From an optimization exercise on the open Yosys and OpenROAD flow, aimed at small area; shortcuts taken in it are not production practice. Only simulation tests tie the RTL to the original design; equivalence was not proved. No activity file was given, so power comes from the tool's default toggle rates.

Design pacman_top, start of the top module:
module pacman_top (
    input  wire        clk,
    input  wire        rst,
    input  wire        btn_up,
    input  wire        btn_down,
    input  wire        btn_left,
    input  wire        btn_right,
    output wire        hs,
    output wire        vs,
    output reg  [11:0] rgb
);
    function [10:0] add11;
        input [10:0] a, b;
        input        ci;
        reg c;
        integer i;
        begin
            c = ci;
            for (i = 0; i < 11; i = i + 1) begin
                add11[i] = a[i] ^ b[i] ^ c;
                c = (a[i] & b[i]) | (a[i] & c) | (b[i] & c);
            end
        end
    endfunction
    function [9:0] inc10;
        input [9:0] a;
        reg c;
        integer i;
        begin
            c = 1'b1;
            for (i = 0; i < 10; i = i + 1) begin
                inc10[i] = a[i] ^ c;
                c = c & a[i];
            end
        end
    endfunction
    function [8:0] dec9;
        input [8:0] a;
        reg b;
        integer i;
        begin
            b = 1'b1;
            for (i = 0; i < 9; i = i + 1) begin
                dec9[i] = a[i] ^ b;
                b = b & ~a[i];
            end
        end
    endfunction
    function [3:0] dstep;
  ...
Size: ~20 I/O pins, about 11000 um^2 of cells after synthesis.
==> flow/config.mk <==
export PLATFORM = sky130hd
export DESIGN_NAME = pacman_top
export DESIGN_NICKNAME = pacman_top
export VERILOG_FILES = /design/flow/design.v
export SDC_FILE = /design/flow/constraint.sdc
export NUM_CORES = 8
export LEC_CHECK = 0
export CAP_MARGIN = 20
export CORE_MARGIN = 2
export CORE_UTILIZATION = 60
export GPL_TIMING_DRIVEN = 0
export SLEW_MARGIN = 20
==> flow/constraint.sdc <==
create_clock -name core_clock -period 40.0 [get_ports {clk}]
set_input_delay 8.0000 -clock core_clock [delete_from_list [all_inputs] [get_ports {clk}]]
set_output_delay 8.0000 -clock core_clock [all_outputs]
set_load 0.01 [all_outputs]
standard.sh (not shown) runs the stock make flow with config.mk's settings and CLKGATE_MAP_FILE= SYNTH_SCRIPT=/design/flow/synth_recipe.tcl, a recipe that flattens the netlist after the stock synthesis.
==> flow/flow/run.sh <==
#!/bin/bash
# Layout flow: the standard synthesis (for reference), then an area-oriented
# synthesis that keeps the same registers (flow/resynth.py), then the
# standard layout steps with a smaller clock tree (no dummy loads, small
# clusters of clkbuf_4) and single-width port buffers.
set -eo pipefail
R=orfs/results/$FLOW_PLATFORM/pacman_top/base
LIB=$FLOW_HOME/platforms/$FLOW_PLATFORM/lib/sky130_fd_sc_hd__tt_025C_1v80.lib
PCFG=$FLOW_HOME/platforms/$FLOW_PLATFORM/config.mk
if [ -z "$YOSYS_EXE" ]; then
  if command -v yosys > /dev/null; then export YOSYS_EXE=$(command -v yosys);
  else export YOSYS_EXE=$FLOW_HOME/../tools/install/yosys/bin/yosys; fi
fi
bash standard.sh synth > std_synth.log 2>&1
cp $R/1_2_yosys.v synth_std.v
mkdir -p resynth
python3 flow/resynth.py $LIB $PCFG design.v synth_std.v resynth/out.v resynth > resynth.log 2>&1
cp resynth/out.v $R/1_2_yosys.v
touch $R/1_2_yosys.v
bash standard.sh \
  "BUFFER_PORTS_ARGS=-buffer_cell sky130_fd_sc_hd__buf_1" \
  "CTS_ARGS=-sink_clustering_enable -repair_clock_nets -dont_use_dummy_load -sink_clustering_size 10 -sink_clustering_max_diameter 40 -buf_list sky130_fd_sc_hd__clkbuf_4" \
  finish > std_layout.log 2>&1
==> flow/flow/resynth.py <==
#!/usr/bin/env python3
"""Area-oriented logic synthesis for the layout, keeping the registers of the
standard synthesis (same count, names and cell types).

Two candidates are made, and the smaller one whose registers match is kept:
  own:   the design synthesized again from the RTL (same front end, register
         naming and -nofsm -noshare as the standard synthesis), mapped by ABC
         with an area script;
  remap: the standard synthesis netlist with its combinational cells mapped
         again by ABC (registers kept as they are).

usage: resynth.py LIB PLATFORM_CONFIG DESIGN.v STD.v OUT.v WORKDIR
"""
import os, re, subprocess, sys

lib, pcfg, design, std, vout, wd = sys.argv[1:7]
here = os.path.dirname(os.path.abspath(__file__))
yosys = os.environ.get("YOSYS_EXE") or "yosys"
top = os.environ.get("FLOW_TOP", "pacman_top")
T = int(os.environ.get("DEEPSYN_T", "60"))
SEEDS = [int(x) for x in os.environ.get("DEEPSYN_SEEDS", "0 1 2 3").split()]
JOBS = int(os.environ.get("NUM_CORES", "8"))

cfg = open(pcfg).read()
m = re.search(r"DONT_USE_CELLS\s*\+?=((?:[^\n]*\\\n)*[^\n]*)", cfg)
du = re.findall(r"sky130_fd_sc_hd__\w+", m.group(1)) if m else []
duargs = " ".join("-dont_use " + c for c in du)

mappers = {}
for sd in SEEDS:
    pre = "strash; &get -n; &fraig -x; &put; dc2; strash; &get -n; &deepsyn -T %d -S %d; " % (T, sd)
    mappers["nf%d" % sd] = pre + "&dch -f; &nf -R 1000 -F 10 -A 10 -E 100; &put\n"
    amap = "&put; dch -f; amap -m -F 2 -A 20 -C 1000; topo"
    mappers["amap%d" % sd] = pre + amap + "\n"
    # once more from the mapped network
    mappers["amapi%d" % sd] = (pre + amap + "; strash; &get -n; &deepsyn -T %d -S %d; " % (T, sd + 10)
                               + amap + "\n")
for mname, text in mappers.items():
    open(os.path.join(wd, mname + ".abc"), "w").write(text)

tail = """
abc -liberty {lib} {duargs} -script {abc}
opt_clean -purge
read_liberty -lib -ignore_redef {lib}
hilomap -singleton -hicell sky130_fd_sc_hd__conb_1 HI -locell sky130_fd_sc_hd__conb_1 LO
insbuf -buf sky130_fd_sc_hd__buf_4 A X
splitnets
opt_clean -purge
check -assert -mapped
"""

cells = os.path.join(wd, "cells.v")
with open(cells, "w") as f:
    subprocess.run([sys.executable, os.path.join(here, "mkcells.py"), lib], stdout=f, check=True)

fronts = {
    "own": f"""
read_liberty -lib {lib}
read_verilog -defer -sv {design}
hierarchy -check -top {top}
synth -top {top} -flatten -nofsm -noshare
rename -wire
opt -purge
rename -hide w:*$func$*
dfflibmap -liberty {lib} {duargs}
opt
setundef -zero
""",
    "remap": f"""
read_verilog {cells}
read_liberty -lib -ignore_redef {lib}
read_verilog {std}
hierarchy -top {top}
flatten
opt -purge
techmap
opt -purge
""",
}
scripts = {}
for fname, ftext in fronts.items():
    for mname in mappers:
        scripts[fname + "_" + mname] = ftext + tail.format(
            lib=lib, duargs=duargs, abc=os.path.join(wd, mname + ".abc"))

import concurrent.futures
def run(name):
    body = scripts[name]
    out = os.path.join(wd, name + ".v")
    ys = os.path.join(wd, name + ".ys")
    open(ys, "w").write(body + f"tee -o {os.path.join(wd, name + '_stat.txt')} stat -liberty {lib}\n"
                        f"write_verilog -noattr -nohex -nodec {out}\n")
    with open(os.path.join(wd, name + "_yosys.log"), "w") as log:
        return subprocess.run([yosys, "-q", "-l", os.path.join(wd, name + "_yosys_q.log"), ys],
                              stdout=log, stderr=subprocess.STDOUT).returncode
with concurrent.futures.ThreadPoolExecutor(max_workers=JOBS) as ex:
    rcs = dict(zip(scripts, ex.map(run, scripts)))

def regs(path):
    txt = open(path).read()
    return sorted(re.findall(r"^\s*(sky130_fd_sc_hd__\w*df\w*)\s+(\S+)\s*\(", txt, re.M))

ref = regs(std)
best = None
for name, rc in rcs.items():
    out = os.path.join(wd, name + ".v")
    if rc != 0 or not os.path.exists(out):
        print(name, "failed", rc)
        continue
    r = regs(out)
    st = open(os.path.join(wd, name + "_stat.txt")).read()
    area = float(re.search(r"Chip area for module .*?: ([\d.]+)", st).group(1))
    ok = (r == ref)
    print(name, "area", area, "registers", len(r), "match" if ok else "MISMATCH")
    if ok and (best is None or area < best[1]):
        best = (name, area)
if best is None:
    sys.exit("no candidate kept the registers")
print("kept", best[0])
subprocess.run(["cp", os.path.join(wd, best[0] + ".v"), vout], check=True)
Other scripts of this flow, unchanged in this note and not shown: flow/flow/mkcells.py
Then changed:
--- a/flow/flow/resynth.py
+++ b/flow/flow/resynth.py
@@ -19,5 +19,3 @@
 top = os.environ.get("FLOW_TOP", "pacman_top")
-T = int(os.environ.get("DEEPSYN_T", "60"))
-SEEDS = [int(x) for x in os.environ.get("DEEPSYN_SEEDS", "0 1 2 3").split()]
-JOBS = int(os.environ.get("NUM_CORES", "8"))
+T = int(os.environ.get("DEEPSYN_T", "300"))
 
@@ -28,11 +26,7 @@
 
-mappers = {}
-for sd in SEEDS:
-    pre = "strash; &get -n; &fraig -x; &put; dc2; strash; &get -n; &deepsyn -T %d -S %d; " % (T, sd)
-    mappers["nf%d" % sd] = pre + "&dch -f; &nf -R 1000 -F 10 -A 10 -E 100; &put\n"
-    amap = "&put; dch -f; amap -m -F 2 -A 20 -C 1000; topo"
-    mappers["amap%d" % sd] = pre + amap + "\n"
-    # once more from the mapped network
-    mappers["amapi%d" % sd] = (pre + amap + "; strash; &get -n; &deepsyn -T %d -S %d; " % (T, sd + 10)
-                               + amap + "\n")
+pre = "strash; &get -n; &fraig -x; &put; dc2; strash; &get -n; &deepsyn -T %d; " % T
+mappers = {
+    "nf": pre + "&dch -f; &nf -R 1000 -F 10 -A 10 -E 100; &put\n",
+    "amap": pre + "&put; dch -f; amap -m -F 2 -A 20 -C 1000; topo\n",
+}
 for mname, text in mappers.items():
@@ -85,5 +79,4 @@
 
-import concurrent.futures
-def run(name):
-    body = scripts[name]
+procs = {}
+for name, body in scripts.items():
     out = os.path.join(wd, name + ".v")
@@ -92,7 +85,5 @@
                         f"write_verilog -noattr -nohex -nodec {out}\n")
-    with open(os.path.join(wd, name + "_yosys.log"), "w") as log:
-        return subprocess.run([yosys, "-q", "-l", os.path.join(wd, name + "_yosys_q.log"), ys],
-                              stdout=log, stderr=subprocess.STDOUT).returncode
-with concurrent.futures.ThreadPoolExecutor(max_workers=JOBS) as ex:
-    rcs = dict(zip(scripts, ex.map(run, scripts)))
+    log = open(os.path.join(wd, name + "_yosys.log"), "w")
+    procs[name] = subprocess.Popen([yosys, "-q", "-l", os.path.join(wd, name + "_yosys_q.log"), ys],
+                                   stdout=log, stderr=subprocess.STDOUT)
 
@@ -104,3 +95,4 @@
 best = None
-for name, rc in rcs.items():
+for name, p in procs.items():
+    rc = p.wait()
     out = os.path.join(wd, name + ".v")
Area after synthesis went up by 0.74%.
Core utilization went up by 0.23 points.
Total power went down by 5.1%.
Then changed:
--- a/flow/flow/run.sh
+++ b/flow/flow/run.sh
@@ -21,3 +21,3 @@
   "BUFFER_PORTS_ARGS=-buffer_cell sky130_fd_sc_hd__buf_1" \
-  "CTS_ARGS=-sink_clustering_enable -repair_clock_nets -dont_use_dummy_load -sink_clustering_size 10 -sink_clustering_max_diameter 40 -buf_list sky130_fd_sc_hd__clkbuf_4" \
+  "CTS_ARGS=-sink_clustering_enable -repair_clock_nets -dont_use_dummy_load -sink_clustering_size 11 -sink_clustering_max_diameter 42 -buf_list sky130_fd_sc_hd__clkbuf_4" \
   finish > std_layout.log 2>&1
--- a/flow/flow/resynth.py
+++ b/flow/flow/resynth.py
@@ -19,3 +19,5 @@
 top = os.environ.get("FLOW_TOP", "pacman_top")
-T = int(os.environ.get("DEEPSYN_T", "300"))
+T = int(os.environ.get("DEEPSYN_T", "60"))
+SEEDS = [int(x) for x in os.environ.get("DEEPSYN_SEEDS", "0 1 2 3").split()]
+JOBS = int(os.environ.get("NUM_CORES", "8"))
 
@@ -26,7 +28,11 @@
 
-pre = "strash; &get -n; &fraig -x; &put; dc2; strash; &get -n; &deepsyn -T %d; " % T
-mappers = {
-    "nf": pre + "&dch -f; &nf -R 1000 -F 10 -A 10 -E 100; &put\n",
-    "amap": pre + "&put; dch -f; amap -m -F 2 -A 20 -C 1000; topo\n",
-}
+mappers = {}
+for sd in SEEDS:
+    pre = "strash; &get -n; &fraig -x; &put; dc2; strash; &get -n; &deepsyn -T %d -S %d; " % (T, sd)
+    mappers["nf%d" % sd] = pre + "&dch -f; &nf -R 1000 -F 10 -A 10 -E 100; &put\n"
+    amap = "&put; dch -f; amap -m -F 2 -A 20 -C 1000; topo"
+    mappers["amap%d" % sd] = pre + amap + "\n"
+    # once more from the mapped network
+    mappers["amapi%d" % sd] = (pre + amap + "; strash; &get -n; &deepsyn -T %d -S %d; " % (T, sd + 10)
+                               + amap + "\n")
 for mname, text in mappers.items():
@@ -79,4 +85,5 @@
 
-procs = {}
-for name, body in scripts.items():
+import concurrent.futures
+def run(name):
+    body = scripts[name]
     out = os.path.join(wd, name + ".v")
@@ -85,5 +92,7 @@
                         f"write_verilog -noattr -nohex -nodec {out}\n")
-    log = open(os.path.join(wd, name + "_yosys.log"), "w")
-    procs[name] = subprocess.Popen([yosys, "-q", "-l", os.path.join(wd, name + "_yosys_q.log"), ys],
-                                   stdout=log, stderr=subprocess.STDOUT)
+    with open(os.path.join(wd, name + "_yosys.log"), "w") as log:
+        return subprocess.run([yosys, "-q", "-l", os.path.join(wd, name + "_yosys_q.log"), ys],
+                              stdout=log, stderr=subprocess.STDOUT).returncode
+with concurrent.futures.ThreadPoolExecutor(max_workers=JOBS) as ex:
+    rcs = dict(zip(scripts, ex.map(run, scripts)))
 
@@ -95,4 +104,3 @@
 best = None
-for name, p in procs.items():
-    rc = p.wait()
+for name, rc in rcs.items():
     out = os.path.join(wd, name + ".v")
The changed run finished with timing, DRC and antenna clean.
Hold slack got worse by 0.010 ns.
Die area went down slightly.
Area after synthesis came out lower slightly.
Flip-flop and latch count is unchanged.

port drivers added, routing unchanged:
How much do the figures lean on ideal ports? The routed layouts below were timed once more, with nothing changed but the port constraints. Step 1 sets driving cells, clkbuf_16 on the clock port and buf_2 on the other inputs (assumed; they add their load-dependent delay and slew). Step 2 adds t to the input delays and takes it off the output delays; t is the mean of the earliest and latest rising clock arrival at the registers after step 1. Input paths then give back, and output paths get back, about the clock's delay inside the block. Slacks: ideal ports / drivers / drivers and shift; pairs: ideal ports / drivers.
run	shift t [ns]	setup slack, ns	hold WS [ns]	clock arrival spread, ns	cell pins on the clock port's net
the first run	0.638	20.899 / 20.860 / 21.499	0.276 / 0.276 / 0.276	0.117 / 0.117	1
the second run	0.638	21.999 / 21.960 / 22.166	0.277 / 0.277 / 0.277	0.093 / 0.094	1
the third run	0.653	20.969 / 20.932 / 21.585	0.267 / 0.267 / 0.267	0.104 / 0.104	1
After both steps setup and hold are still met in every run listed.
